Background: an optimization exercise with open tools, aiming at small area, a short achievable clock period and few clock cycles. Do not read the settings as production practice.
The RTL was checked by simulation tests, not by an equivalence proof against the original design.

==> run C: inputs <==
## IOTDF
module IOTDF( clk, rst, in_en, iot_in, fn_sel, busy, valid, iot_out);
input          clk;
input          rst;
input          in_en;
input  [7:0]   iot_in;
input  [2:0]   fn_sel;
output         busy;
output         valid;
output [127:0] iot_out;
reg [127:0] A, B;
reg [135:0] D;    
reg m_des, m_dec, m_crc, m_mm, m_min;
reg run;
reg [4:0] cnt;
reg busy_r, valid_r;
reg [2:0] blk;
reg pg, caseY;
reg oA_a, oA_b, oA_d, oB_a, oB_b, oB_d;
reg gA, lA, gB, lB;
reg des_have;
reg k_lde, k_ldd, k_l1, k_l2, k_r1, k_r2, k_h;
assign iot_out = A;
assign busy = busy_r;
assign valid = valid_r;
always @(posedge clk) begin
    m_des <= (fn_sel == 3'd1) | (fn_sel == 3'd2);
    m_dec <= (fn_sel == 3'd2);
    m_crc <= (fn_sel == 3'd3);
    m_mm  <= (fn_sel == 3'd4) | (fn_sel == 3'd5);
    m_min <= (fn_sel == 3'd5);
end
wire adv = run | in_en;
wire wrap = m_des ? cnt[4] : (cnt[3:0] == 4'd15);
wire [4:0] cnt_n = adv ? (wrap ? 5'd0 : cnt + 5'd1) : cnt;
always @(posedge clk or posedge rst) begin
    if (rst) begin
        run <= 1'b0;
        cnt <= 5'd0;
    end else begin
        run <= adv;
        cnt <= cnt_n;
    end
end
always @(posedge clk)
    D <= {iot_in, D[135:8]};
wire [7:0] at = ({8{oA_a}} & A[7:0]) | ({8{oA_b}} & B[7:0]) | ({8{oA_d}} & D[7:0]);
wire [7:0] bt = ({8{oB_a}} & A[7:0]) | ({8{oB_b}} & B[7:0]) | ({8{oB_d}} & D[7:0]);
wire first = (cnt[3:0] == 4'd0);
wire cfirst = (cnt[3:0] == 4'd1);
reg gta, lta, gtb, ltb, gtd, ltd;
always @(posedge clk) begin
    {gta, lta} <= cmp8(iot_in, A[15:8]);
    {gtb, ltb} <= cmp8(iot_in, B[15:8]);
    {gtd, ltd} <= cmp8(iot_in, D[15:8]);
end
wire gtA = (oA_a & gta) | (oA_b & gtb) | (oA_d & gtd);
wire ltA = (oA_a & lta) | (oA_b & ltb) | (oA_d & ltd);
wire gtB = (oB_a & gta) | (oB_b & gtb) | (oB_d & gtd);
wire ltB = (oB_a & lta) | (oB_b & ltb) | (oB_d & ltd);
wire fgA = gtA | (~ltA & ~cfirst & gA);
wire flA = ltA | (~gtA & ~cfirst & lA);
  ...
==> flow/config.mk <==
export PLATFORM = sky130hd
export DESIGN_NAME = IOTDF
export DESIGN_NICKNAME = IOTDF
export VERILOG_FILES = /design/flow/design.v
export SDC_FILE = /design/flow/constraint.sdc
export NUM_CORES = 4
export LEC_CHECK = 0
export ABC_AREA = 1
export CAP_MARGIN = 20
export CORE_MARGIN = 2
export CORE_UTILIZATION = 60
export CTS_CLUSTER_DIAMETER = 100
export CTS_CLUSTER_SIZE = 25
export SETUP_SLACK_MARGIN = 4.4
export SLEW_MARGIN = 20
==> flow/constraint.sdc <==
create_clock -name core_clock -period 7.0 [get_ports {clk}]
set_input_delay 1.4000 -clock core_clock [delete_from_list [all_inputs] [get_ports {clk}]]
set_output_delay 1.4000 -clock core_clock [all_outputs]
set_load 0.01 [all_outputs]
run.sh (not shown) runs the stock make flow with config.mk's settings and CLKGATE_MAP_FILE= SYNTH_SCRIPT=/design/flow/synth_recipe.tcl, a recipe that flattens the netlist after the stock synthesis.
==> inputs of run P, as changes to run C <==
--- a/flow/design.v
+++ b/flow/design.v
@@ -1022,12 +1022,11 @@
 input  [7:0]   iot_in;
 input  [2:0]   fn_sel;
 output         busy;
 output         valid;
 output [127:0] iot_out;
-reg [127:0] A, B;
-reg [135:0] D;    
+reg [127:0] A, B, D;
 reg m_des, m_dec, m_crc, m_mm, m_min;
 reg run;
 reg [4:0] cnt;
 reg busy_r, valid_r;
 reg [2:0] blk;
@@ -1057,32 +1056,25 @@
         run <= adv;
         cnt <= cnt_n;
     end
 end
 always @(posedge clk)
-    D <= {iot_in, D[135:8]};
+    D <= {iot_in, D[127:8]};
 wire [7:0] at = ({8{oA_a}} & A[7:0]) | ({8{oA_b}} & B[7:0]) | ({8{oA_d}} & D[7:0]);
 wire [7:0] bt = ({8{oB_a}} & A[7:0]) | ({8{oB_b}} & B[7:0]) | ({8{oB_d}} & D[7:0]);
 wire first = (cnt[3:0] == 4'd0);
-wire cfirst = (cnt[3:0] == 4'd1);
-reg gta, lta, gtb, ltb, gtd, ltd;
-always @(posedge clk) begin
-    {gta, lta} <= cmp8(iot_in, A[15:8]);
-    {gtb, ltb} <= cmp8(iot_in, B[15:8]);
-    {gtd, ltd} <= cmp8(iot_in, D[15:8]);
-end
-wire gtA = (oA_a & gta) | (oA_b & gtb) | (oA_d & gtd);
-wire ltA = (oA_a & lta) | (oA_b & ltb) | (oA_d & ltd);
-wire gtB = (oB_a & gta) | (oB_b & gtb) | (oB_d & gtd);
-wire ltB = (oB_a & lta) | (oB_b & ltb) | (oB_d & ltd);
-wire fgA = gtA | (~ltA & ~cfirst & gA);
-wire flA = ltA | (~gtA & ~cfirst & lA);
-wire fgB = gtB | (~ltB & ~cfirst & gB);
-wire flB = ltB | (~gtB & ~cfirst & lB);
+wire gtA = iot_in > at;
+wire ltA = iot_in < at;
+wire gtB = iot_in > bt;
+wire ltB = iot_in < bt;
+wire fgA = gtA | (~ltA & ~first & gA);
+wire flA = ltA | (~gtA & ~first & lA);
+wire fgB = gtB | (~ltB & ~first & gB);
+wire flB = ltB | (~gtB & ~first & lB);
 wire betA = m_min ? flA : fgA;
 wire betB = m_min ? flB : fgB;
-wire dec_t = m_mm & run & first;
+wire dec_t = m_mm & adv & (cnt[3:0] == 4'd15);
 always @(posedge clk) begin
     gA <= fgA;
     lA <= flA;
     gB <= fgB;
     lB <= flB;
@@ -1116,25 +1108,23 @@
 wire [27:0] Cc = ck[55:28];
 wire [27:0] Dc = ck[27:0];
 wire [47:0] K = PC2f(ck);
 wire [31:0] fo;
 F f0 (.R(Rr), .K(K), .F_out(fo));
-wire [63:0] ipt = IPf(D[71:8]);
-wire [63:0] lr_round = FPf({Lr ^ fo, Rr});
-wire [63:0] lr_load = FPf({ipt[31:0], ipt[63:32]});
-wire [55:0] ckD = PC1f(D[135:72]);
+wire [63:0] ipt = IPf(D[63:0]);
+wire [63:0] lr_next = k_ldd | k_lde ? FPf({ipt[31:0], ipt[63:32]}) : FPf({Lr ^ fo, Rr});
+wire [55:0] ckD = PC1f(D[127:64]);
 wire [55:0] ck_next =
       ({56{k_ldd}} & ckD)
     | ({56{k_lde}} & {ckD[54:28], ckD[55], ckD[26:0], ckD[27]})
     | ({56{k_l1}}  & {Cc[26:0], Cc[27], Dc[26:0], Dc[27]})
     | ({56{k_l2}}  & {Cc[25:0], Cc[27:26], Dc[25:0], Dc[27:26]})
     | ({56{k_r1}}  & {Cc[0], Cc[27:1], Dc[0], Dc[27:1]})
     | ({56{k_r2}}  & {Cc[1:0], Cc[27:2], Dc[1:0], Dc[27:2]})
     | ({56{k_h}}   & ck);
 wire [63:0] par_mask = 64'h0101010101010101;
-wire [63:0] par_rot = {A[64], 7'd0, A[120:72]};
-wire [63:0] key_next = invPC1(ck_next) | (par_mask & ((k_ldd | k_lde) ? D[135:72] : par_rot));
+wire [63:0] key_next = invPC1(ck_next) | (par_mask & ((k_ldd | k_lde) ? D[127:64] : A[127:64]));
 wire [3:0] c4 = cnt_n[3:0];
 wire ks1 = (c4 == 4'd0) | (c4 == 4'd7) | (c4 == 4'd14);
 wire ke15 = (c4 == 4'd15);
 always @(posedge clk or posedge rst) begin
     if (rst) begin
@@ -1158,45 +1148,18 @@
     k_h  <= ~m_dec & ~cnt_n[4] & ke15;
     k_r1 <= m_dec & ~cnt_n[4] & (ks1 | ke15);
     k_r2 <= m_dec & ~cnt_n[4] & ~ks1 & ~ke15;
 end
 wire [1:0] crc_next = (first ? 2'b00 : A[2:1]) ^ crcf(cnt[3:0], iot_in);
-reg sel_rnd, sel_ld;
-always @(posedge clk) begin
-    sel_rnd <= m_des & ~cnt_n[4];
-    sel_ld <= m_des & cnt_n[4];
-end
-wire [127:0] A_ring = m_crc ? {8'd0, A[127:11], crc_next, A[8]} : {at, A[127:8]};
-wire [63:0] lr_other = sel_ld ? lr_load : A_ring[63:0];
 always @(posedge clk) begin
-    A[63:0] <= sel_rnd ? lr_round : lr_other;
-    A[127:64] <= m_des ? key_next : A_ring[127:64];
+    if (m_des)
+        A <= {key_next, lr_next};
+    else if (m_crc)
+        A <= {8'd0, A[127:11], crc_next, A[8]};
+    else
+        A <= {at, A[127:8]};
 end
-function [1:0] cmp8;
-    input [7:0] a;
-    input [7:0] b;
-    reg [7:0] g1, l1;
-    reg [3:0] g2, l2;
-    reg [1:0] g3, l3;
-    integer i;
-    begin
-        for (i = 0; i < 8; i = i + 1) begin
-            g1[i] = a[i] & ~b[i];
-            l1[i] = ~a[i] & b[i];
-        end
-        for (i = 0; i < 4; i = i + 1) begin
-            g2[i] = g1[2*i+1] | (~l1[2*i+1] & g1[2*i]);
-            l2[i] = l1[2*i+1] | (~g1[2*i+1] & l1[2*i]);
-        end
-        for (i = 0; i < 2; i = i + 1) begin
-            g3[i] = g2[2*i+1] | (~l2[2*i+1] & g2[2*i]);
-            l3[i] = l2[2*i+1] | (~g2[2*i+1] & l2[2*i]);
-        end
-        cmp8[1] = g3[1] | (~l3[1] & g3[0]);
-        cmp8[0] = l3[1] | (~g3[1] & l3[0]);
-    end
-endfunction
 function [63:0] IPf;
     input [63:0] x;
     begin
         IPf[0] = x[57];
         IPf[1] = x[49];
Settings changed: ABC_AREA 1 to not set, CORE_UTILIZATION 60 to 40, CTS_CLUSTER_DIAMETER 100 to not set, CTS_CLUSTER_SIZE 25 to not set, SETUP_SLACK_MARGIN 4.4 to 4.0.
==> summary.md <==
| Metric | Value |
|---|---|
| Synth area leaders | dfxtp_1, nand2_1, nand3_1, o21ai_0, inv_1 |
| Synth Area in Simple Gates | 26.03% |
| Post-synthesis to final-layout area growth | 15.30% |
| Required time at the worst-slack endpoint | 5600 ps |
| Number of antenna violations at the first check in global routing | 4 |
| Non-CTS inverters | 264 |
| Flops & latches, synth | 436 |
| Mean instance size in the synthesized netlist | 7.400 um2 |
| Start point of the worst hold path | B[99] |
| Standard cell area after detailed placement | 22010 um2 |
| Run status | complete, no violations |
| Die height | 189.1 um |
| Number of library cell types mapped by synthesis | 49 |
Source of the figures above: run C

==> summary.md <==
| Metric | Value |
|---|---|
| Run status | complete, no violations |
| Flops & latches, synth | 420 |
| Synth Area in Simple Gates | 11.93% |
| Mean instance size in the synthesized netlist | 9.616 um2 |
| Number of antenna violations at the first check in global routing | 2 |
| Number of library cell types mapped by synthesis | 80 |
| Adder and majority gate portion of the synthesized area | 5.475% |
| Start point of the worst hold path | B[20] |
| Synth area leaders | dfxtp_1, ha_1, nand2_1, a22oi_1, mux4_2 |
| Non-CTS inverters | 69 |
| Die height | 225.4 um |
| Required time at the worst-slack endpoint | 7480 ps |
| Standard cell area after detailed placement | 21320 um2 |
Source of the figures above: run P

Testbench counts of run C, summed over its fixed seeds: cycles 16,368.
Testbench counts of run P, summed over its fixed seeds: cycles 16,352.

## what the ideal ports hide
Ports are ideal in the flow. The routed layouts listed here were re-timed in OpenROAD.
Step 1: set_driving_cell puts a clkbuf_16 on clk and a buf_2 on each other input, an assumption about the parent block.
Step 2, shift: input delay + t, output delay - t, t = (earliest + latest rising clock arrival at the registers) / 2. This alone moves slack from input paths to output paths.
Three values: no drivers, after step 1, after step 2; two values: the first two.
run	t, ns	setup WS [ns]	latest minus earliest clock arrival (ns)
run C	0.598	4.412 / 4.360 / 3.936	0.039 / 0.038
run P	0.639	3.982 / 3.939 / 3.497	0.032 / 0.033
After both steps setup and hold are still met in every run listed. The setup slack of run P, which loses most, moves by -0.043 ns with the drivers and by -0.485 ns with both steps.
